What follows belongs to an exercise in optimizing a design on an open flow for small area and a short achievable clock period; a production flow would make more cautious choices. Function was not checked in any run shown here: the RTL went through the layout flow alone.

==> flow/design.v <==
`default_nettype none
module top_module(
    input [11:0] angleIn,
    input [11:0] setPoint,
    input [7:0] kp,
    input [7:0] ki,
    input [7:0] kd,
    input clk,
    input rst,
    output signed [8:0] dutyCycleOut
    );
    reg signed [12:0] e_r;       
    reg [12:0] pen_r;            
    reg [8:0] kpd_r;             
    reg [7:0] kd_r, ki_r;
    reg rst_r;                   
    reg [20:0] in_r;             
    reg signed [8:0] y_r;
    wire signed [12:0] e = $signed({1'b0, setPoint}) - $signed({1'b0, angleIn});
    wire signed [20:0] integ = ~in_r;
    wire w1;
    wire w2;
    wire w3;
    wire w4;
    wire w5;
    wire w6;
    wire w7;
    wire w8;
    wire w9;
    wire w10;
    wire w11;
    wire w12;
    wire w13;
    wire w14;
    wire w15;
    wire w16;
    wire w17;
    wire w18;
    wire w19;
    wire w20;
    wire w21;
    wire w22;
    wire w23;
    wire w24;
    wire w25;
    wire w26;
    wire w27;
    wire w28;
    wire w29;
    wire w30;
    wire w31;
    wire w32;
    wire w33;
    wire w34;
    wire w35;
    wire w36;
    wire w37;
    wire w38;
    wire w39;
    wire w40;
    wire w41;
    wire w42;
    wire w43;
    wire w44;
    wire w45;
    wire w46;
    wire w47;
    wire w48;
    wire w49;
    wire w50;
    wire w51;
    wire w52;
    wire w53;
    wire w54;
    wire w55;
    wire w56;
    wire w57;
    wire w58;
    wire w59;
    wire w60;
    wire w61;
    wire w62;
    wire w63;
    wire w64;
    wire w65;
    wire w66;
    wire w67;
    wire w68;
    wire w69;
    wire w70;
    wire w71;
    wire w72;
    wire w73;
    wire w74;
    wire w75;
    wire w76;
    wire w77;
    wire w78;
    wire w79;
    wire w80;
    wire w81;
    wire w82;
    wire w83;
    wire w84;
    wire w85;
    wire w86;
    wire w87;
    wire w88;
    wire w89;
    wire w90;
    wire w91;
    wire w92;
    wire w93;
    wire w94;
    wire w95;
    wire w96;
    wire w97;
    wire w98;
    wire w99;
    wire w100;
    wire w101;
    wire w102;
    wire w103;
    wire w104;
    wire w105;
    wire w106;
    wire w107;
    wire w108;
    wire w109;
    wire w110;
    wire w111;
    wire w112;
    wire w113;
    wire w114;
    wire w115;
    wire w116;
    wire w117;
    wire w118;
    wire w119;
    wire w120;
    wire w121;
    wire w122;
    wire w123;
    wire w124;
    wire w125;
    wire w126;
    wire w127;
    wire w128;
    wire w129;
    wire w130;
    wire w131;
    wire w132;
    wire w133;
    wire w134;
    wire w135;
    wire w136;
    wire w137;
    wire w138;
    wire w139;
    wire w140;
    wire w141;
    wire w142;
    wire w143;
    wire w144;
    wire w145;
    wire w146;
    wire w147;
    wire w148;
    wire w149;
    wire w150;
    wire w151;
    wire w152;
    wire w153;
    wire w154;
    wire w155;
    wire w156;
    wire w157;
    wire w158;
    wire w159;
    wire w160;
    wire w161;
    wire w162;
    wire w163;
    wire w164;
    wire w165;
    wire w166;
    wire w167;
    wire w168;
    wire w169;
    wire w170;
    wire w171;
    wire w172;
    wire w173;
    wire w174;
    wire w175;
    wire w176;
    wire w177;
    wire w178;
    wire w179;
    wire w180;
    wire w181;
    wire w182;
    wire w183;
    wire w184;
    wire w185;
    wire w186;
    wire w187;
    wire w188;
    wire w189;
    wire w190;
    wire w191;
    wire w192;
    wire w193;
    wire w194;
    wire w195;
    wire w196;
    wire w197;
    wire w198;
    wire w199;
    wire w200;
    wire w201;
    wire w202;
    wire w203;
    wire w204;
    wire w205;
    wire w206;
    wire w207;
    wire w208;
    wire w209;
    wire w210;
    wire w211;
    wire w212;
    wire w213;
    wire w214;
    wire w215;
    wire w216;
    wire w217;
    wire w218;
    wire w219;
    wire w220;
    wire w221;
    wire w222;
    wire w223;
    wire w224;
    wire w225;
    wire w226;
    wire w227;
    wire w228;
    wire w229;
    wire w230;
    wire w231;
    wire w232;
    wire w233;
    wire w234;
    wire w235;
    wire w236;
    wire w237;
    wire w238;
    wire w239;
    wire w240;
    wire w241;
    wire w242;
    wire w243;
    wire w244;
    wire w245;
    wire w246;
    wire w247;
    wire w248;
    wire w249;
    wire w250;
    wire w251;
    wire w252;
    wire w253;
    wire w254;
    wire w255;
    wire w256;
    wire w257;
    wire w258;
    wire w259;
    wire w260;
    wire w261;
    wire w262;
    wire w263;
    wire w264;
    wire w265;
    wire w266;
    wire w267;
    wire w268;
    wire w269;
    wire w270;
    wire w271;
    wire w272;
    wire w273;
    wire w274;
    wire w275;
    wire w276;
    wire w277;
    wire w278;
    wire w279;
    wire w280;
    wire w281;
    wire w282;
    wire w283;
    wire w284;
    wire w285;
    wire w286;
    wire w287;
    wire w288;
    wire w289;
    wire w290;
    wire w291;
    wire w292;
    wire w293;
    wire w294;
    wire w295;
    wire w296;
    wire w297;
    wire w298;
    wire w299;
    wire w300;
    wire w301;
    wire w302;
    wire w303;
    wire w304;
    wire w305;
    wire w306;
    wire w307;
    wire w308;
    wire w309;
    wire w310;
    wire w311;
    wire w312;
    wire w313;
    wire w314;
    wire w315;
    wire w316;
    wire w317;
    wire w318;
    wire w319;
    wire w320;
    wire w321;
    wire w322;
    wire w323;
    wire w324;
    wire w325;
    wire w326;
    wire w327;
    wire w328;
    wire w329;
    wire w330;
    wire w331;
    wire w332;
    wire w333;
    wire w334;
    wire w335;
    wire w336;
    wire w337;
    wire w338;
    wire w339;
    wire w340;
    wire w341;
    wire w342;
    wire w343;
    wire w344;
    wire w345;
    wire w346;
    wire w347;
    wire w348;
    wire w349;
    wire w350;
    wire w351;
    wire w352;
    wire w353;
    wire w354;
    wire w355;
    wire w356;
    wire w357;
    wire w358;
    wire w359;
    wire w360;
    wire w361;
    wire w362;
    wire w363;
    wire w364;
    wire w365;
    wire w366;
    wire w367;
    wire w368;
    wire w369;
    wire w370;
    wire w371;
    wire w372;
    wire w373;
    wire w374;
    wire w375;
    wire w376;
    wire w377;
    wire w378;
    wire w379;
    wire w380;
    wire w381;
    wire w382;
    wire w383;
    wire w384;
    wire w385;
    wire w386;
    wire w387;
    wire w388;
    wire w389;
    wire w390;
    wire w391;
    wire w392;
    wire w393;
    wire w394;
    wire w395;
    wire w396;
    wire w397;
    wire w398;
    wire w399;
    wire w400;
    wire w401;
    wire w402;
    wire w403;
    wire w404;
    wire w405;
    wire w406;
    wire w407;
    wire w408;
    wire w409;
    wire w410;
    wire w411;
    wire w412;
    wire w413;
    wire w414;
    wire w415;
    wire w416;
    wire w417;
    wire w418;
    wire w419;
    wire w420;
    wire w421;
    wire w422;
    wire w423;
    wire w424;
    wire w425;
    wire w426;
    wire w427;
    wire w428;
    wire w429;
    wire w430;
    wire w431;
    wire w432;
    wire w433;
    wire w434;
    wire w435;
    wire w436;
    wire w437;
    wire w438;
    wire w439;
    wire w440;
    wire w441;
    wire w442;
    wire w443;
    wire w444;
    wire w445;
    wire w446;
    wire w447;
    wire w448;
    wire w449;
    wire w450;
    wire w451;
    wire w452;
    wire w453;
    wire w454;
    wire w455;
    wire w456;
    wire w457;
    wire w458;
    wire w459;
    wire w460;
    wire w461;
    wire w462;
    wire w463;
    wire w464;
    wire w465;
    wire w466;
    wire w467;
    wire w468;
    wire w469;
    wire w470;
    wire w471;
    wire w472;
    wire w473;
    wire w474;
    wire w475;
    wire w476;
    wire w477;
    wire w478;
    wire w479;
    wire w480;
    wire w481;
    wire w482;
    wire w483;
    wire w484;
    wire w485;
    wire w486;
    wire w487;
    wire w488;
    wire w489;
    wire w490;
    wire w491;
    wire w492;
    wire w493;
    wire w494;
    wire w495;
    wire w496;
    wire w497;
    wire w498;
    wire w499;
    wire w500;
    wire w501;
    wire w502;
    wire w503;
    wire w504;
    wire w505;
    wire w506;
    wire w507;
    wire w508;
    wire w509;
    wire w510;
    wire w511;
    wire w512;
    wire w513;
    wire w514;
    wire w515;
    wire w516;
    wire w517;
    wire w518;
    wire w519;
    wire w520;
    wire w521;
    wire w522;
    wire w523;
    wire w524;
    wire w525;
    wire w526;
    wire w527;
    wire w528;
    wire w529;
    wire w530;
    wire w531;
    wire w532;
    wire w533;
    wire w534;
    wire w535;
    wire w536;
    wire w537;
    wire w538;
    wire w539;
    wire w540;
    wire w541;
    wire w542;
    wire w543;
    wire w544;
    wire w545;
    wire w546;
    wire w547;
    wire w548;
    wire w549;
    wire w550;
    wire w551;
    wire w552;
    wire w553;
    wire w554;
    wire w555;
    wire w556;
    wire w557;
    wire w558;
    wire w559;
    wire w560;
    wire w561;
    wire w562;
    wire w563;
    wire w564;
    wire w565;
    wire w566;
    wire w567;
    wire w568;
    wire w569;
    wire w570;
    wire w571;
    wire w572;
    wire w573;
    wire w574;
    wire w575;
    wire w576;
    wire w577;
    wire w578;
    wire w579;
    wire w580;
    wire w581;
    wire w582;
    wire w583;
    wire w584;
    wire w585;
    wire w586;
    wire w587;
    wire w588;
    wire w589;
    wire w590;
    wire w591;
    wire w592;
    wire w593;
    wire w594;
    wire w595;
    wire w596;
    wire w597;
    wire w598;
    wire w599;
    wire w600;
    wire w601;
    wire w602;
    wire w603;
    wire w604;
    wire w605;
    wire w606;
    wire w607;
    wire w608;
    wire w609;
    wire w610;
    wire w611;
    wire w612;
    wire w613;
    wire w614;
    wire w615;
    wire w616;
    wire w617;
    wire w618;
    assign w1 = ~(in_r[5] ^ ~kd_r[5]);
    assign w2 = in_r[5] | ~kd_r[5];
    pid_fa u_fa1 (.a(in_r[6]), .b(~kd_r[6]), .ci(~(e_r[6] & kpd_r[0])), .s(w3), .co(w4));
    pid_fa u_fa2 (.a(~(e_r[5] & kpd_r[1])), .b(~(e_r[4] & kpd_r[2])), .ci(~(e_r[3] & kpd_r[3])), .s(w5), .co(w6));
    pid_fa u_fa3 (.a(in_r[7]), .b(~kd_r[7]), .ci(~(e_r[7] & kpd_r[0])), .s(w7), .co(w8));
    pid_fa u_fa4 (.a(~(e_r[6] & kpd_r[1])), .b(~(e_r[5] & kpd_r[2])), .ci(~(e_r[4] & kpd_r[3])), .s(w9), .co(w10));
    pid_fa u_fa5 (.a(~(e_r[3] & kpd_r[4])), .b(~(e_r[2] & kpd_r[5])), .ci(~(e_r[1] & kpd_r[6])), .s(w11), .co(w12));
    assign w13 = ~(~(e_r[0] & kpd_r[7]) ^ ~(pen_r[7] & kd_r[0]));
    assign w14 = ~(e_r[0] & kpd_r[7]) | ~(pen_r[7] & kd_r[0]);
    pid_fa u_fa6 (.a(in_r[8]), .b(~(e_r[8] & kpd_r[0])), .ci(~(e_r[7] & kpd_r[1])), .s(w15), .co(w16));
    pid_fa u_fa7 (.a(~(e_r[6] & kpd_r[2])), .b(~(e_r[5] & kpd_r[3])), .ci(~(e_r[4] & kpd_r[4])), .s(w17), .co(w18));
    pid_fa u_fa8 (.a(~(e_r[3] & kpd_r[5])), .b(~(e_r[2] & kpd_r[6])), .ci(~(e_r[1] & kpd_r[7])), .s(w19), .co(w20));
    pid_fa u_fa9 (.a(~(e_r[0] & kpd_r[8])), .b(~(pen_r[8] & kd_r[0])), .ci(~(pen_r[7] & kd_r[1])), .s(w21), .co(w22));
    assign w23 = ~(~(pen_r[6] & kd_r[2]) ^ ~(pen_r[5] & kd_r[3]));
    assign w24 = ~(pen_r[6] & kd_r[2]) | ~(pen_r[5] & kd_r[3]);
    pid_fa u_fa10 (.a(in_r[9]), .b(~(e_r[9] & kpd_r[0])), .ci(~(e_r[8] & kpd_r[1])), .s(w25), .co(w26));
    pid_fa u_fa11 (.a(~(e_r[7] & kpd_r[2])), .b(~(e_r[6] & kpd_r[3])), .ci(~(e_r[5] & kpd_r[4])), .s(w27), .co(w28));
    pid_fa u_fa12 (.a(~(e_r[4] & kpd_r[5])), .b(~(e_r[3] & kpd_r[6])), .ci(~(e_r[2] & kpd_r[7])), .s(w29), .co(w30));
    pid_fa u_fa13 (.a(~(e_r[1] & kpd_r[8])), .b(~(pen_r[9] & kd_r[0])), .ci(~(pen_r[8] & kd_r[1])), .s(w31), .co(w32));
    pid_fa u_fa14 (.a(~(pen_r[7] & kd_r[2])), .b(~(pen_r[6] & kd_r[3])), .ci(~(pen_r[5] & kd_r[4])), .s(w33), .co(w34));
    pid_fa u_fa15 (.a(in_r[10]), .b(~(e_r[10] & kpd_r[0])), .ci(~(e_r[9] & kpd_r[1])), .s(w35), .co(w36));
    pid_fa u_fa16 (.a(~(e_r[8] & kpd_r[2])), .b(~(e_r[7] & kpd_r[3])), .ci(~(e_r[6] & kpd_r[4])), .s(w37), .co(w38));
    pid_fa u_fa17 (.a(~(e_r[5] & kpd_r[5])), .b(~(e_r[4] & kpd_r[6])), .ci(~(e_r[3] & kpd_r[7])), .s(w39), .co(w40));
    pid_fa u_fa18 (.a(~(e_r[2] & kpd_r[8])), .b(~(pen_r[10] & kd_r[0])), .ci(~(pen_r[9] & kd_r[1])), .s(w41), .co(w42));
    pid_fa u_fa19 (.a(~(pen_r[8] & kd_r[2])), .b(~(pen_r[7] & kd_r[3])), .ci(~(pen_r[6] & kd_r[4])), .s(w43), .co(w44));
    pid_fa u_fa20 (.a(in_r[11]), .b(~(e_r[11] & kpd_r[0])), .ci(~(e_r[10] & kpd_r[1])), .s(w45), .co(w46));
    pid_fa u_fa21 (.a(~(e_r[9] & kpd_r[2])), .b(~(e_r[8] & kpd_r[3])), .ci(~(e_r[7] & kpd_r[4])), .s(w47), .co(w48));
    pid_fa u_fa22 (.a(~(e_r[6] & kpd_r[5])), .b(~(e_r[5] & kpd_r[6])), .ci(~(e_r[4] & kpd_r[7])), .s(w49), .co(w50));
    pid_fa u_fa23 (.a(~(e_r[3] & kpd_r[8])), .b(~(pen_r[11] & kd_r[0])), .ci(~(pen_r[10] & kd_r[1])), .s(w51), .co(w52));
    pid_fa u_fa24 (.a(~(pen_r[9] & kd_r[2])), .b(~(pen_r[8] & kd_r[3])), .ci(~(pen_r[7] & kd_r[4])), .s(w53), .co(w54));
    pid_fa u_fa25 (.a(in_r[12]), .b((e_r[12] & kpd_r[0])), .ci(~(e_r[11] & kpd_r[1])), .s(w55), .co(w56));
    pid_fa u_fa26 (.a(~(e_r[10] & kpd_r[2])), .b(~(e_r[9] & kpd_r[3])), .ci(~(e_r[8] & kpd_r[4])), .s(w57), .co(w58));
    pid_fa u_fa27 (.a(~(e_r[7] & kpd_r[5])), .b(~(e_r[6] & kpd_r[6])), .ci(~(e_r[5] & kpd_r[7])), .s(w59), .co(w60));
    pid_fa u_fa28 (.a(~(e_r[4] & kpd_r[8])), .b((pen_r[12] & kd_r[0])), .ci(~(pen_r[11] & kd_r[1])), .s(w61), .co(w62));
    pid_fa u_fa29 (.a(~(pen_r[10] & kd_r[2])), .b(~(pen_r[9] & kd_r[3])), .ci(~(pen_r[8] & kd_r[4])), .s(w63), .co(w64));
    pid_ha u_ha1 (.a(in_r[13]), .b((e_r[12] & kpd_r[1])), .s(w65), .co(w66));
    pid_fa u_fa30 (.a(~(e_r[11] & kpd_r[2])), .b(~(e_r[10] & kpd_r[3])), .ci(~(e_r[9] & kpd_r[4])), .s(w67), .co(w68));
    pid_fa u_fa31 (.a(~(e_r[8] & kpd_r[5])), .b(~(e_r[7] & kpd_r[6])), .ci(~(e_r[6] & kpd_r[7])), .s(w69), .co(w70));
    pid_fa u_fa32 (.a(~(e_r[5] & kpd_r[8])), .b((pen_r[12] & kd_r[1])), .ci(~(pen_r[11] & kd_r[2])), .s(w71), .co(w72));
    assign w73 = ~(~(pen_r[10] & kd_r[3]) ^ ~(pen_r[9] & kd_r[4]));
    assign w74 = ~(pen_r[10] & kd_r[3]) | ~(pen_r[9] & kd_r[4]);
    pid_fa u_fa33 (.a(in_r[14]), .b((e_r[12] & kpd_r[2])), .ci(~(e_r[11] & kpd_r[3])), .s(w75), .co(w76));
    pid_fa u_fa34 (.a(~(e_r[10] & kpd_r[4])), .b(~(e_r[9] & kpd_r[5])), .ci(~(e_r[8] & kpd_r[6])), .s(w77), .co(w78));
    pid_fa u_fa35 (.a(~(e_r[7] & kpd_r[7])), .b(~(e_r[6] & kpd_r[8])), .ci((pen_r[12] & kd_r[2])), .s(w79), .co(w80));
    pid_fa u_fa36 (.a(in_r[15]), .b((e_r[12] & kpd_r[3])), .ci(~(e_r[11] & kpd_r[4])), .s(w81), .co(w82));
    assign w83 = ~(in_r[3] ^ ~kd_r[3]);
    assign w84 = in_r[3] | ~kd_r[3];
    pid_fa u_fa37 (.a(in_r[4]), .b(~kd_r[4]), .ci(~(e_r[4] & kpd_r[0])), .s(w85), .co(w86));
    pid_fa u_fa38 (.a(~(e_r[3] & kpd_r[1])), .b(~(e_r[2] & kpd_r[2])), .ci(~(e_r[1] & kpd_r[3])), .s(w87), .co(w88));
    pid_fa u_fa39 (.a(~(e_r[5] & kpd_r[0])), .b(~(e_r[4] & kpd_r[1])), .ci(~(e_r[3] & kpd_r[2])), .s(w89), .co(w90));
    pid_fa u_fa40 (.a(~(e_r[2] & kpd_r[3])), .b(~(e_r[1] & kpd_r[4])), .ci(~(e_r[0] & kpd_r[5])), .s(w91), .co(w92));
    pid_fa u_fa41 (.a(~(pen_r[5] & kd_r[0])), .b(~(pen_r[4] & kd_r[1])), .ci(~(pen_r[3] & kd_r[2])), .s(w93), .co(w94));
    pid_fa u_fa42 (.a(~(e_r[2] & kpd_r[4])), .b(~(e_r[1] & kpd_r[5])), .ci(~(e_r[0] & kpd_r[6])), .s(w95), .co(w96));
    pid_fa u_fa43 (.a(~(pen_r[6] & kd_r[0])), .b(~(pen_r[5] & kd_r[1])), .ci(~(pen_r[4] & kd_r[2])), .s(w97), .co(w98));
    pid_fa u_fa44 (.a(~(pen_r[3] & kd_r[3])), .b(~(pen_r[2] & kd_r[4])), .ci(~(pen_r[1] & kd_r[5])), .s(w99), .co(w100));
    assign w101 = ~(~(pen_r[0] & kd_r[6]) ^ w2);
    assign w102 = ~(pen_r[0] & kd_r[6]) | w2;
    pid_fa u_fa45 (.a(~(pen_r[6] & kd_r[1])), .b(~(pen_r[5] & kd_r[2])), .ci(~(pen_r[4] & kd_r[3])), .s(w103), .co(w104));
    pid_fa u_fa46 (.a(~(pen_r[3] & kd_r[4])), .b(~(pen_r[2] & kd_r[5])), .ci(~(pen_r[1] & kd_r[6])), .s(w105), .co(w106));
    pid_fa u_fa47 (.a(~(pen_r[0] & kd_r[7])), .b(w13), .ci(w4), .s(w107), .co(w108));
    pid_fa u_fa48 (.a(w6), .b(w7), .ci(w9), .s(w109), .co(w110));
    pid_fa u_fa49 (.a(~(pen_r[4] & kd_r[4])), .b(~(pen_r[3] & kd_r[5])), .ci(~(pen_r[2] & kd_r[6])), .s(w111), .co(w112));
    pid_fa u_fa50 (.a(~(pen_r[1] & kd_r[7])), .b(w14), .ci(w23), .s(w113), .co(w114));
    pid_fa u_fa51 (.a(w8), .b(w10), .ci(w12), .s(w115), .co(w116));
    pid_fa u_fa52 (.a(w15), .b(w17), .ci(w19), .s(w117), .co(w118));
    pid_fa u_fa53 (.a(~(pen_r[4] & kd_r[5])), .b(~(pen_r[3] & kd_r[6])), .ci(~(pen_r[2] & kd_r[7])), .s(w119), .co(w120));
    pid_fa u_fa54 (.a(w24), .b(w16), .ci(w18), .s(w121), .co(w122));
    pid_fa u_fa55 (.a(w20), .b(w22), .ci(w25), .s(w123), .co(w124));
    pid_fa u_fa56 (.a(w27), .b(w29), .ci(w31), .s(w125), .co(w126));
    pid_fa u_fa57 (.a(~(pen_r[5] & kd_r[5])), .b(~(pen_r[4] & kd_r[6])), .ci(~(pen_r[3] & kd_r[7])), .s(w127), .co(w128));
    pid_fa u_fa58 (.a(w26), .b(w28), .ci(w30), .s(w129), .co(w130));
    pid_fa u_fa59 (.a(w32), .b(w34), .ci(w35), .s(w131), .co(w132));
    pid_fa u_fa60 (.a(w37), .b(w39), .ci(w41), .s(w133), .co(w134));
    pid_fa u_fa61 (.a(~(pen_r[6] & kd_r[5])), .b(~(pen_r[5] & kd_r[6])), .ci(~(pen_r[4] & kd_r[7])), .s(w135), .co(w136));
    pid_fa u_fa62 (.a(w36), .b(w38), .ci(w40), .s(w137), .co(w138));
    pid_fa u_fa63 (.a(w42), .b(w44), .ci(w45), .s(w139), .co(w140));
    pid_fa u_fa64 (.a(w47), .b(w49), .ci(w51), .s(w141), .co(w142));
    pid_fa u_fa65 (.a(~(pen_r[7] & kd_r[5])), .b(~(pen_r[6] & kd_r[6])), .ci(~(pen_r[5] & kd_r[7])), .s(w143), .co(w144));
    pid_fa u_fa66 (.a(w46), .b(w48), .ci(w50), .s(w145), .co(w146));
    pid_fa u_fa67 (.a(w52), .b(w54), .ci(w55), .s(w147), .co(w148));
    pid_fa u_fa68 (.a(w57), .b(w59), .ci(w61), .s(w149), .co(w150));
    pid_fa u_fa69 (.a(~(pen_r[8] & kd_r[5])), .b(~(pen_r[7] & kd_r[6])), .ci(~(pen_r[6] & kd_r[7])), .s(w151), .co(w152));
    pid_fa u_fa70 (.a(w65), .b(w73), .ci(w56), .s(w153), .co(w154));
    pid_fa u_fa71 (.a(w58), .b(w60), .ci(w62), .s(w155), .co(w156));
    pid_fa u_fa72 (.a(w64), .b(w67), .ci(w69), .s(w157), .co(w158));
    pid_fa u_fa73 (.a(~(pen_r[11] & kd_r[3])), .b(~(pen_r[10] & kd_r[4])), .ci(~(pen_r[9] & kd_r[5])), .s(w159), .co(w160));
    pid_fa u_fa74 (.a(~(pen_r[8] & kd_r[6])), .b(~(pen_r[7] & kd_r[7])), .ci(w66), .s(w161), .co(w162));
    pid_fa u_fa75 (.a(w74), .b(w68), .ci(w70), .s(w163), .co(w164));
    pid_fa u_fa76 (.a(w72), .b(w75), .ci(w77), .s(w165), .co(w166));
    pid_fa u_fa77 (.a(~(e_r[10] & kpd_r[5])), .b(~(e_r[9] & kpd_r[6])), .ci(~(e_r[8] & kpd_r[7])), .s(w167), .co(w168));
    pid_fa u_fa78 (.a(~(e_r[7] & kpd_r[8])), .b((pen_r[12] & kd_r[3])), .ci(~(pen_r[11] & kd_r[4])), .s(w169), .co(w170));
    pid_fa u_fa79 (.a(~(pen_r[10] & kd_r[5])), .b(~(pen_r[9] & kd_r[6])), .ci(~(pen_r[8] & kd_r[7])), .s(w171), .co(w172));
    pid_fa u_fa80 (.a(w76), .b(w78), .ci(w80), .s(w173), .co(w174));
    pid_fa u_fa81 (.a(in_r[16]), .b((e_r[12] & kpd_r[4])), .ci(~(e_r[11] & kpd_r[5])), .s(w175), .co(w176));
    pid_fa u_fa82 (.a(~(e_r[10] & kpd_r[6])), .b(~(e_r[9] & kpd_r[7])), .ci(~(e_r[8] & kpd_r[8])), .s(w177), .co(w178));
    pid_fa u_fa83 (.a((pen_r[12] & kd_r[4])), .b(~(pen_r[11] & kd_r[5])), .ci(~(pen_r[10] & kd_r[6])), .s(w179), .co(w180));
    pid_fa u_fa84 (.a(in_r[17]), .b((e_r[12] & kpd_r[5])), .ci(~(e_r[11] & kpd_r[6])), .s(w181), .co(w182));
    pid_fa u_fa85 (.a(in_r[2]), .b(~kd_r[2]), .ci(~(e_r[2] & kpd_r[0])), .s(w183), .co(w184));
    pid_fa u_fa86 (.a(~(e_r[3] & kpd_r[0])), .b(~(e_r[2] & kpd_r[1])), .ci(~(e_r[1] & kpd_r[2])), .s(w185), .co(w186));
    pid_fa u_fa87 (.a(~(e_r[0] & kpd_r[3])), .b(~(pen_r[3] & kd_r[0])), .ci(~(pen_r[2] & kd_r[1])), .s(w187), .co(w188));
    pid_fa u_fa88 (.a(~(e_r[0] & kpd_r[4])), .b(~(pen_r[4] & kd_r[0])), .ci(~(pen_r[3] & kd_r[1])), .s(w189), .co(w190));
    pid_fa u_fa89 (.a(~(pen_r[2] & kd_r[2])), .b(~(pen_r[1] & kd_r[3])), .ci(~(pen_r[0] & kd_r[4])), .s(w191), .co(w192));
    assign w193 = ~(w84 ^ w85);
    assign w194 = w84 | w85;
    pid_fa u_fa90 (.a(~(pen_r[2] & kd_r[3])), .b(~(pen_r[1] & kd_r[4])), .ci(~(pen_r[0] & kd_r[5])), .s(w195), .co(w196));
    pid_fa u_fa91 (.a(w1), .b(w86), .ci(w88), .s(w197), .co(w198));
    pid_fa u_fa92 (.a(w89), .b(w91), .ci(w93), .s(w199), .co(w200));
    pid_fa u_fa93 (.a(w90), .b(w92), .ci(w94), .s(w201), .co(w202));
    pid_fa u_fa94 (.a(w95), .b(w97), .ci(w99), .s(w203), .co(w204));
    pid_fa u_fa95 (.a(w3), .b(w5), .ci(w101), .s(w205), .co(w206));
    pid_fa u_fa96 (.a(w96), .b(w98), .ci(w100), .s(w207), .co(w208));
    pid_fa u_fa97 (.a(w102), .b(w103), .ci(w105), .s(w209), .co(w210));
    pid_fa u_fa98 (.a(w11), .b(w107), .ci(w109), .s(w211), .co(w212));
    pid_fa u_fa99 (.a(w104), .b(w106), .ci(w111), .s(w213), .co(w214));
    pid_fa u_fa100 (.a(w21), .b(w113), .ci(w108), .s(w215), .co(w216));
    pid_fa u_fa101 (.a(w115), .b(w110), .ci(w117), .s(w217), .co(w218));
    pid_fa u_fa102 (.a(w112), .b(w119), .ci(w33), .s(w219), .co(w220));
    pid_fa u_fa103 (.a(w114), .b(w116), .ci(w121), .s(w221), .co(w222));
    pid_fa u_fa104 (.a(w118), .b(w123), .ci(w125), .s(w223), .co(w224));
    pid_fa u_fa105 (.a(w120), .b(w127), .ci(w43), .s(w225), .co(w226));
    pid_fa u_fa106 (.a(w122), .b(w129), .ci(w124), .s(w227), .co(w228));
    pid_fa u_fa107 (.a(w126), .b(w131), .ci(w133), .s(w229), .co(w230));
    pid_fa u_fa108 (.a(w128), .b(w135), .ci(w53), .s(w231), .co(w232));
    pid_fa u_fa109 (.a(w130), .b(w137), .ci(w132), .s(w233), .co(w234));
    pid_fa u_fa110 (.a(w134), .b(w139), .ci(w141), .s(w235), .co(w236));
    pid_fa u_fa111 (.a(w136), .b(w143), .ci(w63), .s(w237), .co(w238));
    pid_fa u_fa112 (.a(w138), .b(w145), .ci(w140), .s(w239), .co(w240));
    pid_fa u_fa113 (.a(w142), .b(w147), .ci(w149), .s(w241), .co(w242));
    pid_fa u_fa114 (.a(w144), .b(w151), .ci(w71), .s(w243), .co(w244));
    pid_fa u_fa115 (.a(w146), .b(w153), .ci(w155), .s(w245), .co(w246));
    pid_fa u_fa116 (.a(w148), .b(w150), .ci(w157), .s(w247), .co(w248));
    pid_fa u_fa117 (.a(w152), .b(w159), .ci(w79), .s(w249), .co(w250));
    pid_fa u_fa118 (.a(w161), .b(w154), .ci(w156), .s(w251), .co(w252));
    pid_fa u_fa119 (.a(w163), .b(w158), .ci(w165), .s(w253), .co(w254));
    pid_fa u_fa120 (.a(w160), .b(w167), .ci(w169), .s(w255), .co(w256));
    pid_fa u_fa121 (.a(w171), .b(w81), .ci(w162), .s(w257), .co(w258));
    pid_fa u_fa122 (.a(w164), .b(w173), .ci(w166), .s(w259), .co(w260));
    pid_fa u_fa123 (.a(~(pen_r[9] & kd_r[7])), .b(w168), .ci(w170), .s(w261), .co(w262));
    pid_fa u_fa124 (.a(w172), .b(w82), .ci(w175), .s(w263), .co(w264));
    pid_fa u_fa125 (.a(w177), .b(w179), .ci(w174), .s(w265), .co(w266));
    pid_fa u_fa126 (.a(~(e_r[10] & kpd_r[7])), .b(~(e_r[9] & kpd_r[8])), .ci((pen_r[12] & kd_r[5])), .s(w267), .co(w268));
    pid_fa u_fa127 (.a(~(pen_r[11] & kd_r[6])), .b(~(pen_r[10] & kd_r[7])), .ci(w176), .s(w269), .co(w270));
    pid_fa u_fa128 (.a(w178), .b(w180), .ci(w181), .s(w271), .co(w272));
    pid_fa u_fa129 (.a(in_r[18]), .b((e_r[12] & kpd_r[6])), .ci(~(e_r[11] & kpd_r[7])), .s(w273), .co(w274));
    pid_fa u_fa130 (.a(~(e_r[10] & kpd_r[8])), .b((pen_r[12] & kd_r[6])), .ci(~(pen_r[11] & kd_r[7])), .s(w275), .co(w276));
    pid_fa u_fa131 (.a(in_r[1]), .b(~kd_r[1]), .ci(~(e_r[1] & kpd_r[0])), .s(w277), .co(w278));
    pid_fa u_fa132 (.a(~(e_r[1] & kpd_r[1])), .b(~(e_r[0] & kpd_r[2])), .ci(~(pen_r[2] & kd_r[0])), .s(w279), .co(w280));
    assign w281 = ~(~(pen_r[1] & kd_r[1]) ^ ~(pen_r[0] & kd_r[2]));
    assign w282 = ~(pen_r[1] & kd_r[1]) | ~(pen_r[0] & kd_r[2]);
    pid_fa u_fa133 (.a(~(pen_r[1] & kd_r[2])), .b(~(pen_r[0] & kd_r[3])), .ci(w83), .s(w283), .co(w284));
    pid_fa u_fa134 (.a(w184), .b(w185), .ci(w187), .s(w285), .co(w286));
    pid_fa u_fa135 (.a(w186), .b(w188), .ci(w189), .s(w287), .co(w288));
    pid_fa u_fa136 (.a(w191), .b(w87), .ci(w193), .s(w289), .co(w290));
    pid_fa u_fa137 (.a(w190), .b(w192), .ci(w195), .s(w291), .co(w292));
    pid_fa u_fa138 (.a(w194), .b(w197), .ci(w199), .s(w293), .co(w294));
    pid_fa u_fa139 (.a(w196), .b(w198), .ci(w201), .s(w295), .co(w296));
    pid_fa u_fa140 (.a(w200), .b(w203), .ci(w205), .s(w297), .co(w298));
    pid_fa u_fa141 (.a(w202), .b(w207), .ci(w204), .s(w299), .co(w300));
    pid_fa u_fa142 (.a(w206), .b(w209), .ci(w211), .s(w301), .co(w302));
    pid_fa u_fa143 (.a(w208), .b(w210), .ci(w213), .s(w303), .co(w304));
    pid_fa u_fa144 (.a(w215), .b(w212), .ci(w217), .s(w305), .co(w306));
    pid_fa u_fa145 (.a(w214), .b(w219), .ci(w216), .s(w307), .co(w308));
    pid_fa u_fa146 (.a(w218), .b(w221), .ci(w223), .s(w309), .co(w310));
    pid_fa u_fa147 (.a(w220), .b(w225), .ci(w222), .s(w311), .co(w312));
    pid_fa u_fa148 (.a(w224), .b(w227), .ci(w229), .s(w313), .co(w314));
    pid_fa u_fa149 (.a(w226), .b(w231), .ci(w228), .s(w315), .co(w316));
    pid_fa u_fa150 (.a(w230), .b(w233), .ci(w235), .s(w317), .co(w318));
    pid_fa u_fa151 (.a(w232), .b(w237), .ci(w234), .s(w319), .co(w320));
    pid_fa u_fa152 (.a(w236), .b(w239), .ci(w241), .s(w321), .co(w322));
    pid_fa u_fa153 (.a(w238), .b(w243), .ci(w240), .s(w323), .co(w324));
    pid_fa u_fa154 (.a(w242), .b(w245), .ci(w247), .s(w325), .co(w326));
    pid_fa u_fa155 (.a(w244), .b(w249), .ci(w246), .s(w327), .co(w328));
    pid_fa u_fa156 (.a(w251), .b(w248), .ci(w253), .s(w329), .co(w330));
    pid_fa u_fa157 (.a(w250), .b(w255), .ci(w257), .s(w331), .co(w332));
    pid_fa u_fa158 (.a(w252), .b(w254), .ci(w259), .s(w333), .co(w334));
    pid_fa u_fa159 (.a(w261), .b(w256), .ci(w263), .s(w335), .co(w336));
    pid_fa u_fa160 (.a(w258), .b(w260), .ci(w265), .s(w337), .co(w338));
    pid_fa u_fa161 (.a(w267), .b(w262), .ci(w269), .s(w339), .co(w340));
    pid_fa u_fa162 (.a(w264), .b(w271), .ci(w266), .s(w341), .co(w342));
    pid_fa u_fa163 (.a(w268), .b(w182), .ci(w273), .s(w343), .co(w344));
    pid_fa u_fa164 (.a(w275), .b(w270), .ci(w272), .s(w345), .co(w346));
    pid_fa u_fa165 (.a(in_r[19]), .b((e_r[12] & kpd_r[7])), .ci(~(e_r[11] & kpd_r[8])), .s(w347), .co(w348));
    pid_fa u_fa166 (.a((pen_r[12] & kd_r[7])), .b(w274), .ci(w276), .s(w349), .co(w350));
    assign w351 = ~(in_r[0] ^ ~kd_r[0]);
    assign w352 = in_r[0] | ~kd_r[0];
    pid_fa u_fa167 (.a(~(e_r[0] & kpd_r[1])), .b(~(pen_r[1] & kd_r[0])), .ci(~(pen_r[0] & kd_r[1])), .s(w353), .co(w354));
    pid_fa u_fa168 (.a(w281), .b(w278), .ci(w279), .s(w355), .co(w356));
    pid_fa u_fa169 (.a(w282), .b(w280), .ci(w283), .s(w357), .co(w358));
    pid_fa u_fa170 (.a(w284), .b(w286), .ci(w287), .s(w359), .co(w360));
    pid_fa u_fa171 (.a(w288), .b(w291), .ci(w290), .s(w361), .co(w362));
    pid_fa u_fa172 (.a(w292), .b(w294), .ci(w295), .s(w363), .co(w364));
    pid_fa u_fa173 (.a(w296), .b(w299), .ci(w298), .s(w365), .co(w366));
    pid_fa u_fa174 (.a(w300), .b(w303), .ci(w302), .s(w367), .co(w368));
    pid_fa u_fa175 (.a(w304), .b(w307), .ci(w306), .s(w369), .co(w370));
    pid_fa u_fa176 (.a(w308), .b(w311), .ci(w310), .s(w371), .co(w372));
    pid_fa u_fa177 (.a(w312), .b(w315), .ci(w314), .s(w373), .co(w374));
    pid_fa u_fa178 (.a(w316), .b(w319), .ci(w318), .s(w375), .co(w376));
    pid_fa u_fa179 (.a(w320), .b(w323), .ci(w322), .s(w377), .co(w378));
    pid_fa u_fa180 (.a(w324), .b(w327), .ci(w326), .s(w379), .co(w380));
    pid_fa u_fa181 (.a(w331), .b(w328), .ci(w330), .s(w381), .co(w382));
    pid_fa u_fa182 (.a(w335), .b(w332), .ci(w337), .s(w383), .co(w384));
    pid_fa u_fa183 (.a(w336), .b(w339), .ci(w338), .s(w385), .co(w386));
    pid_fa u_fa184 (.a(w343), .b(w340), .ci(w345), .s(w387), .co(w388));
    pid_fa u_fa185 (.a(w347), .b(w349), .ci(w344), .s(w389), .co(w390));
    pid_fa u_fa186 (.a(~in_r[20]), .b((e_r[12] & kpd_r[8])), .ci(w348), .s(w391), .co(w392));
    assign w393 = ~(~(e_r[0] & kpd_r[0]) ^ ~(pen_r[0] & kd_r[0]));
    assign w394 = ~(e_r[0] & kpd_r[0]) | ~(pen_r[0] & kd_r[0]);
    pid_fa u_fa187 (.a(w352), .b(w353), .ci(w277), .s(w395), .co(w396));
    pid_fa u_fa188 (.a(w354), .b(w183), .ci(w355), .s(w397), .co(w398));
    pid_fa u_fa189 (.a(w356), .b(w285), .ci(w357), .s(w399), .co(w400));
    pid_fa u_fa190 (.a(w358), .b(w289), .ci(w359), .s(w401), .co(w402));
    pid_fa u_fa191 (.a(w360), .b(w293), .ci(w361), .s(w403), .co(w404));
    pid_fa u_fa192 (.a(w297), .b(w362), .ci(w363), .s(w405), .co(w406));
    pid_fa u_fa193 (.a(w364), .b(w365), .ci(w301), .s(w407), .co(w408));
    pid_fa u_fa194 (.a(w366), .b(w305), .ci(w367), .s(w409), .co(w410));
    pid_fa u_fa195 (.a(w309), .b(w368), .ci(w369), .s(w411), .co(w412));
    pid_fa u_fa196 (.a(w313), .b(w370), .ci(w371), .s(w413), .co(w414));
    pid_fa u_fa197 (.a(w317), .b(w372), .ci(w373), .s(w415), .co(w416));
    pid_fa u_fa198 (.a(w321), .b(w374), .ci(w375), .s(w417), .co(w418));
    pid_fa u_fa199 (.a(w325), .b(w376), .ci(w377), .s(w419), .co(w420));
    pid_fa u_fa200 (.a(w329), .b(w378), .ci(w379), .s(w421), .co(w422));
    pid_fa u_fa201 (.a(w333), .b(w380), .ci(w381), .s(w423), .co(w424));
    pid_fa u_fa202 (.a(w334), .b(w382), .ci(w383), .s(w425), .co(w426));
    pid_fa u_fa203 (.a(w341), .b(w384), .ci(w385), .s(w427), .co(w428));
    pid_fa u_fa204 (.a(w342), .b(w387), .ci(w386), .s(w429), .co(w430));
    pid_fa u_fa205 (.a(w346), .b(w389), .ci(w388), .s(w431), .co(w432));
    pid_fa u_fa206 (.a(w350), .b(w391), .ci(w390), .s(w433), .co(w434));
    assign w435 = ~in_r[12];
    assign w436 = in_r[12];
    assign w437 = ~(in_r[5] ^ ~(e_r[5] & ki_r[0]));
    assign w438 = in_r[5] | ~(e_r[5] & ki_r[0]);
    pid_fa u_fa207 (.a(in_r[6]), .b(~(e_r[6] & ki_r[0])), .ci(~(e_r[5] & ki_r[1])), .s(w439), .co(w440));
    assign w441 = ~(~(e_r[4] & ki_r[2]) ^ ~(e_r[3] & ki_r[3]));
    assign w442 = ~(e_r[4] & ki_r[2]) | ~(e_r[3] & ki_r[3]);
    pid_fa u_fa208 (.a(in_r[7]), .b(~(e_r[7] & ki_r[0])), .ci(~(e_r[6] & ki_r[1])), .s(w443), .co(w444));
    pid_fa u_fa209 (.a(~(e_r[5] & ki_r[2])), .b(~(e_r[4] & ki_r[3])), .ci(~(e_r[3] & ki_r[4])), .s(w445), .co(w446));
    assign w447 = ~(~(e_r[2] & ki_r[5]) ^ ~(e_r[1] & ki_r[6]));
    assign w448 = ~(e_r[2] & ki_r[5]) | ~(e_r[1] & ki_r[6]);
    pid_fa u_fa210 (.a(in_r[8]), .b(~(e_r[8] & ki_r[0])), .ci(~(e_r[7] & ki_r[1])), .s(w449), .co(w450));
    pid_fa u_fa211 (.a(~(e_r[6] & ki_r[2])), .b(~(e_r[5] & ki_r[3])), .ci(~(e_r[4] & ki_r[4])), .s(w451), .co(w452));
    pid_fa u_fa212 (.a(~(e_r[3] & ki_r[5])), .b(~(e_r[2] & ki_r[6])), .ci(~(e_r[1] & ki_r[7])), .s(w453), .co(w454));
    pid_fa u_fa213 (.a(in_r[9]), .b(~(e_r[9] & ki_r[0])), .ci(~(e_r[8] & ki_r[1])), .s(w455), .co(w456));
    pid_fa u_fa214 (.a(~(e_r[7] & ki_r[2])), .b(~(e_r[6] & ki_r[3])), .ci(~(e_r[5] & ki_r[4])), .s(w457), .co(w458));
    pid_fa u_fa215 (.a(~(e_r[4] & ki_r[5])), .b(~(e_r[3] & ki_r[6])), .ci(~(e_r[2] & ki_r[7])), .s(w459), .co(w460));
    pid_fa u_fa216 (.a(in_r[10]), .b(~(e_r[10] & ki_r[0])), .ci(~(e_r[9] & ki_r[1])), .s(w461), .co(w462));
    pid_fa u_fa217 (.a(~(e_r[8] & ki_r[2])), .b(~(e_r[7] & ki_r[3])), .ci(~(e_r[6] & ki_r[4])), .s(w463), .co(w464));
    pid_fa u_fa218 (.a(~(e_r[5] & ki_r[5])), .b(~(e_r[4] & ki_r[6])), .ci(~(e_r[3] & ki_r[7])), .s(w465), .co(w466));
    pid_fa u_fa219 (.a(in_r[11]), .b(~(e_r[11] & ki_r[0])), .ci(~(e_r[10] & ki_r[1])), .s(w467), .co(w468));
    pid_fa u_fa220 (.a(~(e_r[9] & ki_r[2])), .b(~(e_r[8] & ki_r[3])), .ci(~(e_r[7] & ki_r[4])), .s(w469), .co(w470));
    pid_fa u_fa221 (.a(~(e_r[6] & ki_r[5])), .b(~(e_r[5] & ki_r[6])), .ci(~(e_r[4] & ki_r[7])), .s(w471), .co(w472));
    pid_fa u_fa222 (.a((e_r[12] & ki_r[0])), .b(~(e_r[11] & ki_r[1])), .ci(~(e_r[10] & ki_r[2])), .s(w473), .co(w474));
    pid_fa u_fa223 (.a(~(e_r[9] & ki_r[3])), .b(~(e_r[8] & ki_r[4])), .ci(~(e_r[7] & ki_r[5])), .s(w475), .co(w476));
    pid_fa u_fa224 (.a(~(e_r[6] & ki_r[6])), .b(~(e_r[5] & ki_r[7])), .ci(w435), .s(w477), .co(w478));
    pid_fa u_fa225 (.a(in_r[13]), .b((e_r[12] & ki_r[1])), .ci(~(e_r[11] & ki_r[2])), .s(w479), .co(w480));
    pid_fa u_fa226 (.a(~(e_r[10] & ki_r[3])), .b(~(e_r[9] & ki_r[4])), .ci(~(e_r[8] & ki_r[5])), .s(w481), .co(w482));
    pid_fa u_fa227 (.a(~(e_r[7] & ki_r[6])), .b(~(e_r[6] & ki_r[7])), .ci(w436), .s(w483), .co(w484));
    pid_fa u_fa228 (.a(in_r[14]), .b((e_r[12] & ki_r[2])), .ci(~(e_r[11] & ki_r[3])), .s(w485), .co(w486));
    pid_fa u_fa229 (.a(~(e_r[10] & ki_r[4])), .b(~(e_r[9] & ki_r[5])), .ci(~(e_r[8] & ki_r[6])), .s(w487), .co(w488));
    pid_fa u_fa230 (.a(in_r[15]), .b((e_r[12] & ki_r[3])), .ci(~(e_r[11] & ki_r[4])), .s(w489), .co(w490));
    assign w491 = ~(in_r[3] ^ ~(e_r[3] & ki_r[0]));
    assign w492 = in_r[3] | ~(e_r[3] & ki_r[0]);
    pid_fa u_fa231 (.a(in_r[4]), .b(~(e_r[4] & ki_r[0])), .ci(~(e_r[3] & ki_r[1])), .s(w493), .co(w494));
    assign w495 = ~(~(e_r[2] & ki_r[2]) ^ ~(e_r[1] & ki_r[3]));
    assign w496 = ~(e_r[2] & ki_r[2]) | ~(e_r[1] & ki_r[3]);
    pid_fa u_fa232 (.a(~(e_r[4] & ki_r[1])), .b(~(e_r[3] & ki_r[2])), .ci(~(e_r[2] & ki_r[3])), .s(w497), .co(w498));
    pid_fa u_fa233 (.a(~(e_r[1] & ki_r[4])), .b(~(e_r[0] & ki_r[5])), .ci(w437), .s(w499), .co(w500));
    pid_fa u_fa234 (.a(~(e_r[2] & ki_r[4])), .b(~(e_r[1] & ki_r[5])), .ci(~(e_r[0] & ki_r[6])), .s(w501), .co(w502));
    pid_fa u_fa235 (.a(w438), .b(w441), .ci(w439), .s(w503), .co(w504));
    pid_fa u_fa236 (.a(~(e_r[0] & ki_r[7])), .b(w442), .ci(w447), .s(w505), .co(w506));
    pid_fa u_fa237 (.a(w440), .b(w443), .ci(w445), .s(w507), .co(w508));
    pid_fa u_fa238 (.a(w448), .b(w444), .ci(w446), .s(w509), .co(w510));
    pid_fa u_fa239 (.a(w449), .b(w451), .ci(w453), .s(w511), .co(w512));
    pid_fa u_fa240 (.a(w450), .b(w452), .ci(w454), .s(w513), .co(w514));
    pid_fa u_fa241 (.a(w455), .b(w457), .ci(w459), .s(w515), .co(w516));
    pid_fa u_fa242 (.a(w456), .b(w458), .ci(w460), .s(w517), .co(w518));
    pid_fa u_fa243 (.a(w461), .b(w463), .ci(w465), .s(w519), .co(w520));
    pid_fa u_fa244 (.a(w462), .b(w464), .ci(w466), .s(w521), .co(w522));
    pid_fa u_fa245 (.a(w467), .b(w469), .ci(w471), .s(w523), .co(w524));
    pid_fa u_fa246 (.a(w468), .b(w470), .ci(w472), .s(w525), .co(w526));
    pid_fa u_fa247 (.a(w473), .b(w475), .ci(w477), .s(w527), .co(w528));
    pid_fa u_fa248 (.a(w474), .b(w476), .ci(w479), .s(w529), .co(w530));
    pid_fa u_fa249 (.a(w481), .b(w478), .ci(w483), .s(w531), .co(w532));
    pid_fa u_fa250 (.a(~(e_r[7] & ki_r[7])), .b(w480), .ci(w482), .s(w533), .co(w534));
    pid_fa u_fa251 (.a(w485), .b(w487), .ci(w484), .s(w535), .co(w536));
    pid_fa u_fa252 (.a(~(e_r[10] & ki_r[5])), .b(~(e_r[9] & ki_r[6])), .ci(~(e_r[8] & ki_r[7])), .s(w537), .co(w538));
    pid_fa u_fa253 (.a(w486), .b(w488), .ci(w489), .s(w539), .co(w540));
    pid_fa u_fa254 (.a(in_r[16]), .b((e_r[12] & ki_r[4])), .ci(~(e_r[11] & ki_r[5])), .s(w541), .co(w542));
    pid_fa u_fa255 (.a(~(e_r[10] & ki_r[6])), .b(~(e_r[9] & ki_r[7])), .ci(w490), .s(w543), .co(w544));
    pid_fa u_fa256 (.a(in_r[17]), .b((e_r[12] & ki_r[5])), .ci(~(e_r[11] & ki_r[6])), .s(w545), .co(w546));
    assign w547 = ~(in_r[2] ^ ~(e_r[2] & ki_r[0]));
    assign w548 = in_r[2] | ~(e_r[2] & ki_r[0]);
    pid_fa u_fa257 (.a(~(e_r[2] & ki_r[1])), .b(~(e_r[1] & ki_r[2])), .ci(~(e_r[0] & ki_r[3])), .s(w549), .co(w550));
    pid_fa u_fa258 (.a(~(e_r[0] & ki_r[4])), .b(w492), .ci(w495), .s(w551), .co(w552));
    pid_fa u_fa259 (.a(w496), .b(w494), .ci(w497), .s(w553), .co(w554));
    pid_fa u_fa260 (.a(w498), .b(w501), .ci(w500), .s(w555), .co(w556));
    pid_fa u_fa261 (.a(w502), .b(w505), .ci(w504), .s(w557), .co(w558));
    pid_fa u_fa262 (.a(w506), .b(w509), .ci(w508), .s(w559), .co(w560));
    pid_fa u_fa263 (.a(w510), .b(w513), .ci(w512), .s(w561), .co(w562));
    pid_fa u_fa264 (.a(w514), .b(w517), .ci(w516), .s(w563), .co(w564));
    pid_fa u_fa265 (.a(w518), .b(w521), .ci(w520), .s(w565), .co(w566));
    pid_fa u_fa266 (.a(w522), .b(w525), .ci(w524), .s(w567), .co(w568));
    pid_fa u_fa267 (.a(w526), .b(w529), .ci(w528), .s(w569), .co(w570));
    pid_fa u_fa268 (.a(w533), .b(w530), .ci(w532), .s(w571), .co(w572));
    pid_fa u_fa269 (.a(w537), .b(w534), .ci(w539), .s(w573), .co(w574));
    pid_fa u_fa270 (.a(w538), .b(w541), .ci(w543), .s(w575), .co(w576));
    pid_fa u_fa271 (.a(~(e_r[10] & ki_r[7])), .b(w542), .ci(w545), .s(w577), .co(w578));
    pid_fa u_fa272 (.a(in_r[18]), .b((e_r[12] & ki_r[6])), .ci(~(e_r[11] & ki_r[7])), .s(w579), .co(w580));
    assign w581 = ~(in_r[1] ^ ~(e_r[1] & ki_r[0]));
    assign w582 = in_r[1] | ~(e_r[1] & ki_r[0]);
    pid_fa u_fa273 (.a(~(e_r[1] & ki_r[1])), .b(~(e_r[0] & ki_r[2])), .ci(w547), .s(w583), .co(w584));
    pid_fa u_fa274 (.a(w548), .b(w491), .ci(w549), .s(w585), .co(w586));
    pid_fa u_fa275 (.a(w550), .b(w493), .ci(w551), .s(w587), .co(w588));
    pid_fa u_fa276 (.a(w552), .b(w499), .ci(w553), .s(w589), .co(w590));
    pid_fa u_fa277 (.a(w554), .b(w503), .ci(w555), .s(w591), .co(w592));
    pid_fa u_fa278 (.a(w507), .b(w556), .ci(w557), .s(w593), .co(w594));
    pid_fa u_fa279 (.a(w511), .b(w558), .ci(w559), .s(w595), .co(w596));
    pid_fa u_fa280 (.a(w515), .b(w560), .ci(w561), .s(w597), .co(w598));
    pid_fa u_fa281 (.a(w519), .b(w562), .ci(w563), .s(w599), .co(w600));
    pid_fa u_fa282 (.a(w523), .b(w564), .ci(w565), .s(w601), .co(w602));
    pid_fa u_fa283 (.a(w527), .b(w566), .ci(w567), .s(w603), .co(w604));
    pid_fa u_fa284 (.a(w531), .b(w568), .ci(w569), .s(w605), .co(w606));
    pid_fa u_fa285 (.a(w535), .b(w570), .ci(w571), .s(w607), .co(w608));
    pid_fa u_fa286 (.a(w536), .b(w573), .ci(w572), .s(w609), .co(w610));
    pid_fa u_fa287 (.a(w540), .b(w574), .ci(w575), .s(w611), .co(w612));
    pid_fa u_fa288 (.a(w544), .b(w577), .ci(w576), .s(w613), .co(w614));
    pid_fa u_fa289 (.a(w546), .b(w579), .ci(w578), .s(w615), .co(w616));
    pid_fa u_fa290 (.a(in_r[19]), .b((e_r[12] & ki_r[7])), .ci(w580), .s(w617), .co(w618));
    wire [22:0] sca = {1'b0, w392, w433, w431, w428, w426, w424, w422, w420, w418, w416, w414, w412, w410, w408, w406, w404, w402, w400, w398, w396, w394, w351};
    wire [22:0] scb = {1'b1, w434, w432, w430, w429, w427, w425, w423, w421, w419, w417, w415, w413, w411, w409, w407, w405, w403, w401, w399, w397, w395, w393};
    wire [8:0] s_lo = ~(sca[8:0] + scb[8:0] + 9'd1);
    wire [22:0] t_hi = sca + scb + 23'd257;
    wire [22:0] t_lo = sca + scb - 23'd254;
    wire s_pos = t_hi[22];       
    wire s_neg = ~t_lo[22];      
    wire [20:0] ica = {~in_r[20], w617, w615, w612, w611, w609, w606, w604, w602, w600, w598, w596, w594, w592, w590, w588, w586, w584, w582, ~(e_r[0] & ki_r[1]), in_r[0]};
    wire [20:0] icb = {w618, w616, w614, w613, w610, w608, w607, w605, w603, w601, w599, w597, w595, w593, w591, w589, w587, w585, w583, w581, ~(e_r[0] & ki_r[0])};
    wire [20:0] isum_n = ica + icb + 21'd1;    
    always @(posedge clk) begin
        rst_r <= rst;
        e_r <= rst ? 13'sd0 : e;
        pen_r <= ~e_r;
        kpd_r <= kp + kd;
        kd_r <= kd;
        ki_r <= ki;
        if (rst_r) in_r <= ~21'd0;
        else if (integ > 255) in_r <= ~21'd255;
        else if (integ < -255) in_r <= ~(-21'sd255);
        else in_r <= isum_n;
        if (rst | rst_r) y_r <= 9'sd0;
        else if (s_pos) y_r <= 9'sd255;
        else if (s_neg) y_r <= -9'sd255;
        else y_r <= s_lo;
    end
    assign dutyCycleOut = y_r;
endmodule
module pid_fa(input a, input b, input ci, output s, output co);
    assign s = a ^ b ^ ci;
    assign co = (a & b) | (ci & (a ^ b));
endmodule
module pid_ha(input a, input b, output s, output co);
    assign s = a ^ b;
    assign co = a & b;
endmodule
==> flow/flow/run.sh <==
#!/bin/bash
# Standard layout, with timing repair aimed past the clock period (the SDC is
# unchanged) and ordinary buffers on the ports instead of delay cells.
set -euo pipefail
MARGIN=$(cat flow/margin.txt)
bash standard.sh SETUP_SLACK_MARGIN=$MARGIN \
  BUFFER_PORTS_ARGS="-buffer_cell sky130_fd_sc_hd__buf_2" finish > standard_make.log 2>&1
==> flow/flow/margin.txt <==
11.5
==> flow/standard.sh <==
#!/bin/bash
# synth_recipe.tcl (not shown) runs the flow's synth.tcl, then flattens the netlist and writes it again
# the make line also repeats each setting of config.mk as NAME=value (left out here)
make -C /OpenROAD-flow-scripts/flow DESIGN_CONFIG=/design/flow/config.mk WORK_HOME=/design/flow/orfs CLKGATE_MAP_FILE= SYNTH_SCRIPT=/design/flow/synth_recipe.tcl "${@:-finish}"
==> flow/config.mk <==
export PLATFORM = sky130hd
export DESIGN_NAME = top_module
export DESIGN_NICKNAME = top_module
export VERILOG_FILES = /design/flow/design.v
export SDC_FILE = /design/flow/constraint.sdc
export NUM_CORES = 4
export LEC_CHECK = 0
export CAP_MARGIN = 20
export CORE_MARGIN = 2
export CORE_UTILIZATION = 40
export SLEW_MARGIN = 20
export SYNTH_HIERARCHICAL = 1
==> flow/constraint.sdc <==
create_clock -name core_clock -period 16.0 [get_ports {clk}]
set_input_delay 3.2000 -clock core_clock [delete_from_list [all_inputs] [get_ports {clk}]]
set_output_delay 3.2000 -clock core_clock [all_outputs]
set_load 0.01 [all_outputs]
==> flow_summary.toml, run 1 <==
[run_status]
status = "timing/DRC/antenna clean"

[sta]
slew_headroom_pct = 28.29
final-max-slew-violation-count = 0
skew_ps = 20.24
worstMarginPinSlew_ps = 1072
hold_viol = 0
fin_crit_sh_pct = 37.37
setup_viol = 0
rsz0062_at_grt = "yes"
fmax_ghz = 0.1672
tns_ps = 0
setup_slack_ps = 10020
period_needed_ps = 5980

[layout]
multi_input_area_sq_um = 11470
filler_cell_count = 2906
nNetsFinal = 1877
stdcell_area_sq_um = 15940
area_growth_syn_to_layout_pct = 22.73
layout.cells.non_filler = 1891
ff_latch_area_sq_um = 1770
final_layout_size_suffix_gt1_share_pct = 27.40
diodes = 0

[clock_network]
cts_inserted_buffers = 9
cts-root-buf = "clkbuf_16"
insertion_delay_ps = 380
cts_tree = "built"
cts_buffer_depth = 2
cts_hold_buf = 0
cts_sinks = 82
clk_pin_slew_ps = 70
htreeDepth = 3

[synth]
synth_flop_cell = "dfxtp_1"
synth_edf_count = 0
netlist_area_sq_um = 12980
synth_async_sr_flop_share_pct = 0
ys_types = 64
ys_seq_area_share_pct = 12.64
avgSynthCellArea_sq_um = 9.815
synth_nets = 1749
syn_inst = 1323
synth-seq-cells = 82
yosys_warnings = 7

[floorplan]
die_w_um = 184.2
initial_utilization_pct = 40.83
dieArea_sq_um = 33920
fp.dieH_um = 184.2
top_level_ports = 59
rows = 65
core_area_sq_um = 31800

[setup_path]
crit_path_start_kind = "register"
cp-end-kind = "register"
worstPathMaxFanout = 8
arrival_ps = 6240
path_class = "reg -> reg"
crit_required_ps = 16260

[route]
drt_iter0_markers = 671
dr_total_vias = 9998
wl_per_cell_um = 18.30
firstDrtPassIters = 5
totalWireLength_um = 34600
drc = 0
ant_nets = 0
viasPerCell = 5.287

[placement]
hpwlAfterDp_um = 25700
preCtsSetupSlack_ps = 9262
place_congestion = 0.8859
placed_cell_area_sq_um = 13800
port-buffer-count = 58
placed_cells = 1748

[min_path]
holdCritPathClass = "reg -> reg"

[global_route]
antenna_found_initial = 0
grt_pass1_wl_um = 56820
gr-total-overflow = 0
grt_use_total_pct = 21.78
grt_max_degree = 17
grt_pass1_vias = 11030

[job]
cap_violations = 0
-- cells by family (layout without fill, tap and decap cells) --
group / count (synthesis) / in the layout / synth area share, %
compound gates: 181 / 181 / 9.424
flops: 82 / 82 / 12.64
simple gates: 472 / 472 / 16.27
buf+inv: 162 / 295 / 4.837
mux: 2 / 2 / 0.1542
xor+xnor: 48 / 48 / 3.382
fa+ha+maj: 376 / 376 / 53.29
-- worst paths after layout --
| kind | slack [ps] | end | from | depth (start not counted) |
|---|---|---|---|---|
| setup / recovery | 10020 | y_r[8]$_SDFF_PP0_ | kpd_r[7]$_DFF_P_ | 21 |
| hold reg to reg | 530 | in_r[0]$_SDFF_PP1_ | rst_r$_DFF_P_ | 2 |
| hold / removal | 530 | in_r[0]$_SDFF_PP1_ | rst_r$_DFF_P_ | 2 |
| setup reg to reg | 10020 | y_r[8]$_SDFF_PP0_ | kpd_r[7]$_DFF_P_ | 21 |
-- flip-flops by register name, summed over array words and instances, names as in the netlist --
register	flops
in_r	21
kpd_r	9
kd_r	8
ki_r	8
pen_r	13
rst_r	1
e_r	13
y_r	9
-- Yosys stat by module, one instance, submodules excluded --
module / area [sq um] / cells
pid_ha: 12.51 / 1
top_module: 7167 / 1032
pid_fa: 20.02 / 1
-- cells in the mapped netlist (4+ instances only) --
master,number,area (sq um)
nand2_1,301,1130
nand3_1,5,25.02
a31oi_1,5,31.28
or2_2,6,37.54
nor2b_1,11,68.82
o21ai_1,4,20.02
a211oi_1,5,37.54
nand2b_1,16,100.1
nor3_1,11,55.05
xor2_1,19,166.4
buf_1,7,26.28
xnor2_1,28,245.2
o21a_1,8,60.06
nand4_1,10,62.56
inv_1,91,341.6
clkbuf_1,58,217.7
ha_1,81,1013
buf_2,4,20.02
nor4_1,5,31.28
o21ai_0,42,210.2
o31ai_1,5,37.54
dfxtp_1,82,1642
fa_1,295,5906
and2_1,53,331.6
a21oi_1,46,230.2
a21o_1,22,165.2
nor2_1,38,142.6
a211o_1,5,43.79
and3_1,6,37.54
-- area by class of cell --
type	count	share of cell area [%]
clock inverter	7	0.5339
inverter	91	2.300
sequential	82	11.11
clock buffer	9	1.413
timing repair buffer	188	9.272
multi-input combinational	1079	71.96
tap	435	3.415
-- metal layers --
metal	global-route usage [%]	share of wire, %
met5	0	0
met4	7.840	3.1
met3	4.900	6.8
met2	36.89	49
met1	27.39	41
-- worst max-delay path: stages (launching register included) --
cell and delay [ps]:
dfxtp_4 390, clkbuf_4 190, buf_4 140, and2_1 150, ha_1 290, inv_1 60
fa_1 430, fa_1 420, fa_1 530, fa_1 440, fa_1 540, ha_4 230
a21oi_1 170, o21ai_2 110, a22o_1 220, a211o_1 290, a21oi_2 190, xnor2_2 170
nand4_1 120, and4b_4 460, xnor2_4 120, and3_1 210
-- per-stage QoR --
step | hold slack (ps) | utilization, %
after global routing | 610.7 | 50.12
after CTS | 534.3 | 48.85
final | 534.6 | 50.12
after floorplan | 479.1 | -
after global placement | 512.4 | 43.39
after detailed placement | 521.6 | 43.39
-- what timing repair did --
action | 4_1_cts | 5_1_grt
setup buffers | 107 | 20
gates resized for setup | 181 | 57
endpoints found under the setup margin | 25 | 25
pin swaps | 55 | 46
-- cell usage in the layout, fill, tap and decap left out, types with 34 or more instances in the layout --
| master | synthesis | layout |
|---|---|---|
| fa_2 | 0 | 49 |
| nor2_1 | 38 | 34 |
| buf_2 | 4 | 54 |
| dfxtp_1 | 82 | 37 |
| ha_1 | 81 | 60 |
| nand2_1 | 301 | 295 |
| inv_1 | 91 | 88 |
| and2_1 | 53 | 52 |
| fa_1 | 295 | 246 |
| buf_4 | 0 | 100 |
==> inputs of run 2 (changes only) <==
--- a/flow/flow/run.sh
+++ b/flow/flow/run.sh
@@ -4,4 +4,4 @@
 set -euo pipefail
 MARGIN=$(cat flow/margin.txt)
 bash standard.sh SETUP_SLACK_MARGIN=$MARGIN \
-  BUFFER_PORTS_ARGS="-buffer_cell sky130_fd_sc_hd__buf_2" finish > standard_make.log 2>&1
+  BUFFER_PORTS_ARGS="-buffer_cell sky130_fd_sc_hd__buf_2" MATCH_CELL_FOOTPRINT=0 finish > standard_make.log 2>&1
==> run 2 against run 1 <==
Still clean. Synthesized cell count stayed put. Sequential cell count did not move. Hold slack lost 20 ps.
==> flow_summary.toml, run 2 <==
[run_status]
status = "timing/DRC/antenna clean"

[layout]
area_growth_syn_to_layout_pct = 20.71
layout.cells.non_filler = 1859
final_common_cell = "nand2_1"
multi_input_area_sq_um = 11460
stdcell_area_sq_um = 15670
nNetsFinal = 1845
ff_latch_area_sq_um = 1773
final_layout_size_suffix_gt1_share_pct = 25.14
filler_cell_count = 2869
largestRegisters = "in_r x21, e_r x13, pen_r x13"
largest-register = "in_r"
largest_reg_flops = 21
final_cell_mix = "nand2_1 (295), fa_1 (258), inv_1 (88)"
postLayoutCoreUtil_pct = 49.29
diodes = 0

[route]
totalWireLength_um = 34780
ant_nets = 0
firstDrtPassIters = 5
wl_per_cell_um = 18.71
drt_iter0_markers = 710
viasPerCell = 5.308
drc = 0
dr_total_vias = 9867

[clock_network]
cts_inserted_buffers = 9
htreeDepth = 3
cts_hold_buf = 0
cts_buffer_depth = 2
cts_tree = "built"
clk_pin_slew_ps = 70
insertion_delay_ps = 360
cts_sinks = 82
cts-root-buf = "clkbuf_16"

[floorplan]
initial_utilization_pct = 40.83
fp.dieH_um = 184.2
top_level_ports = 59
rows = 65
die_w_um = 184.2
dieArea_sq_um = 33920
core_area_sq_um = 31800

[synth]
avgSynthCellArea_sq_um = 9.815
yosysMostFrequentCell = "nand2_1"
synthTopCellsByCount = "nand2_1 (301), fa_1 (295), inv_1 (91)"
netlist_area_sq_um = 12980
yosys_warnings = 7
synth_top_area_cell = "fa_1"
ys_types = 64
synth_async_sr_flop_share_pct = 0
synth-seq-cells = 82
synth_edf_count = 0
synth_nets = 1749
syn_inst = 1323
ys_seq_area_share_pct = 12.64
synth_flop_cell = "dfxtp_1"
synth_top_area_share_pct = 45.48
synth_area_leaders = "fa_1 (45%), dfxtp_1 (13%), nand2_1 (8.7%), ha_1 (7.8%), inv_1 (2.6%)"

[global_route]
grt_pass1_vias = 10710
antenna_found_initial = 0
gr-usage-met1_pct = 28.01
met2_usage_pct = 36.78
grt_util_met3_pct = 4.051
grt_pass1_wl_um = 56330
grt_use_total_pct = 21.66
grt_max_degree = 19
top_usage_layer = "met2"
gr-total-overflow = 0

[sta]
fin_crit_sh_pct = 37.40
tns_ps = 0
period_needed_ps = 5984
final-max-slew-violation-count = 0
rsz0062_at_grt = "yes"
fmax_ghz = 0.1671
hold_ws_ps = 514.8
hold_viol = 0
slew_headroom_pct = 31.12
setup_viol = 0
worstMarginPinSlew_ps = 1029
skew_ps = 8.740

[placement]
placed_cells = 1747
place_congestion = 0.8631
port-buffer-count = 58
placed_cell_area_sq_um = 13790
hpwlAfterDp_um = 25840

[setup_path]
crit_path_start_kind = "register"
worstPathMaxFanout = 8
cp_common_cell = "fa_1"
arrival_ps = 6240
critPathBufInv = 1
crit_family = "adder cells"
path_class = "reg -> reg"
crit_chain = "buf_8, and2_1, fa_2, fa_1, fa_1, fa_2, fa_1, fa_1, ha_4, and3_4, a221oi_4, nor2_1, a211oi_1, o21ai_2, xnor2_2, a2111oi_2, and4b_4, xnor2_4, and3_1"
cpPeakStageDelay_ps = 550
crit_required_ps = 16260
cp-end-kind = "register"
crit_slowest_cell = "fa_2"

[job]
cap_violations = 0

[min_path]
holdCritPathClass = "reg -> reg"
-- run 2: per-module statistics from Yosys (local to each module, per instance) --
module      flip-flops and latches  cell area (sq um)
pid_fa                           0              20.02
pid_ha                           0              12.51
top_module                      82               7167
-- run 2: final timing paths --
kind	slack, ps	startpoint	end	cells past startpoint
setup reg to reg	10020	kpd_r[2]$_DFF_P_	y_r[8]$_SDFF_PP0_	19
setup / recovery	10020	kpd_r[2]$_DFF_P_	y_r[8]$_SDFF_PP0_	19
hold / removal	510	e_r[12]$_SDFF_PP0_	pen_r[12]$_DFF_P_	1
hold reg to reg	510	e_r[12]$_SDFF_PP0_	pen_r[12]$_DFF_P_	1
-- run 2: area by class of cell --
class,instances,area share [%]
Clock buffer,10,1.461
Clock inverter,6,0.6227
Inverter,91,2.275
Multi-Input combinational cell,1079,73.11
Sequential cell,82,11.31
Tap cell,435,3.472
Timing Repair Buffer,156,7.743
-- run 2: kinds of logic (layout without fill, tap and decap cells) --
| family | Yosys count | in the layout | share of synthesized area, % |
|---|---|---|---|
| multiplexers | 2 | 2 | 0.1542 |
| buffers and inverters | 162 | 263 | 4.837 |
| XOR/XNOR | 48 | 48 | 3.382 |
| adder cells (fa/ha/maj) | 376 | 376 | 53.29 |
| AND/OR/NAND/NOR | 472 | 472 | 16.27 |
| AO/OA/AOI/OAI | 181 | 181 | 9.424 |
| flip-flops | 82 | 82 | 12.64 |
-- run 2: through the flow --
| step | worst slack, ps |
|---|---|
| floorplan | 10280 |
| detailed placement | 9132 |
| CTS | 10040 |
| global route | 9822 |
| global placement | 9246 |
| finish | 10020 |
-- run 2: what timing repair did --
item,CTS,global route
endpoints found under the setup margin,24,23
hold endpoints to repair,0,0
gates cloned,0,0
pin swaps,48,33
buffers inserted,74,22
gates resized for setup,154,59
-- run 2: per-layer routing --
layer / vias up / part of all wire [%] / wire length (um)
met5: - / 0 / 0
met4: 0 / 2.9 / 1005
met3: 71 / 5.4 / 1890
met2: 308 / 50 / 17230
met1: 5059 / 42 / 14660
li1: 4429 / - / -

-- static timing again, ports no longer ideal --
Ports are ideal in the flow. The routed layouts listed here were re-timed in OpenROAD.
Step 1 assumes that a clkbuf_16 drives the clock port and a buf_2 every other input.
Step 2 times the ports against the registers' clock, not the clock port: input delays grow and output delays shrink by t, the midpoint of the rising clock arrivals with the driver on.
a / b / c = no drivers / after step 1 / after step 2; a / b = the first two.
run | shift t [ns] | setup slack, ns | pins driven straight from the clock port
run 1 | 0.415 | 10.020 / 10.020 / 10.020 | 1
run 2 | 0.408 | 10.016 / 10.016 / 10.016 | 1
After both steps every run listed still meets setup and hold.
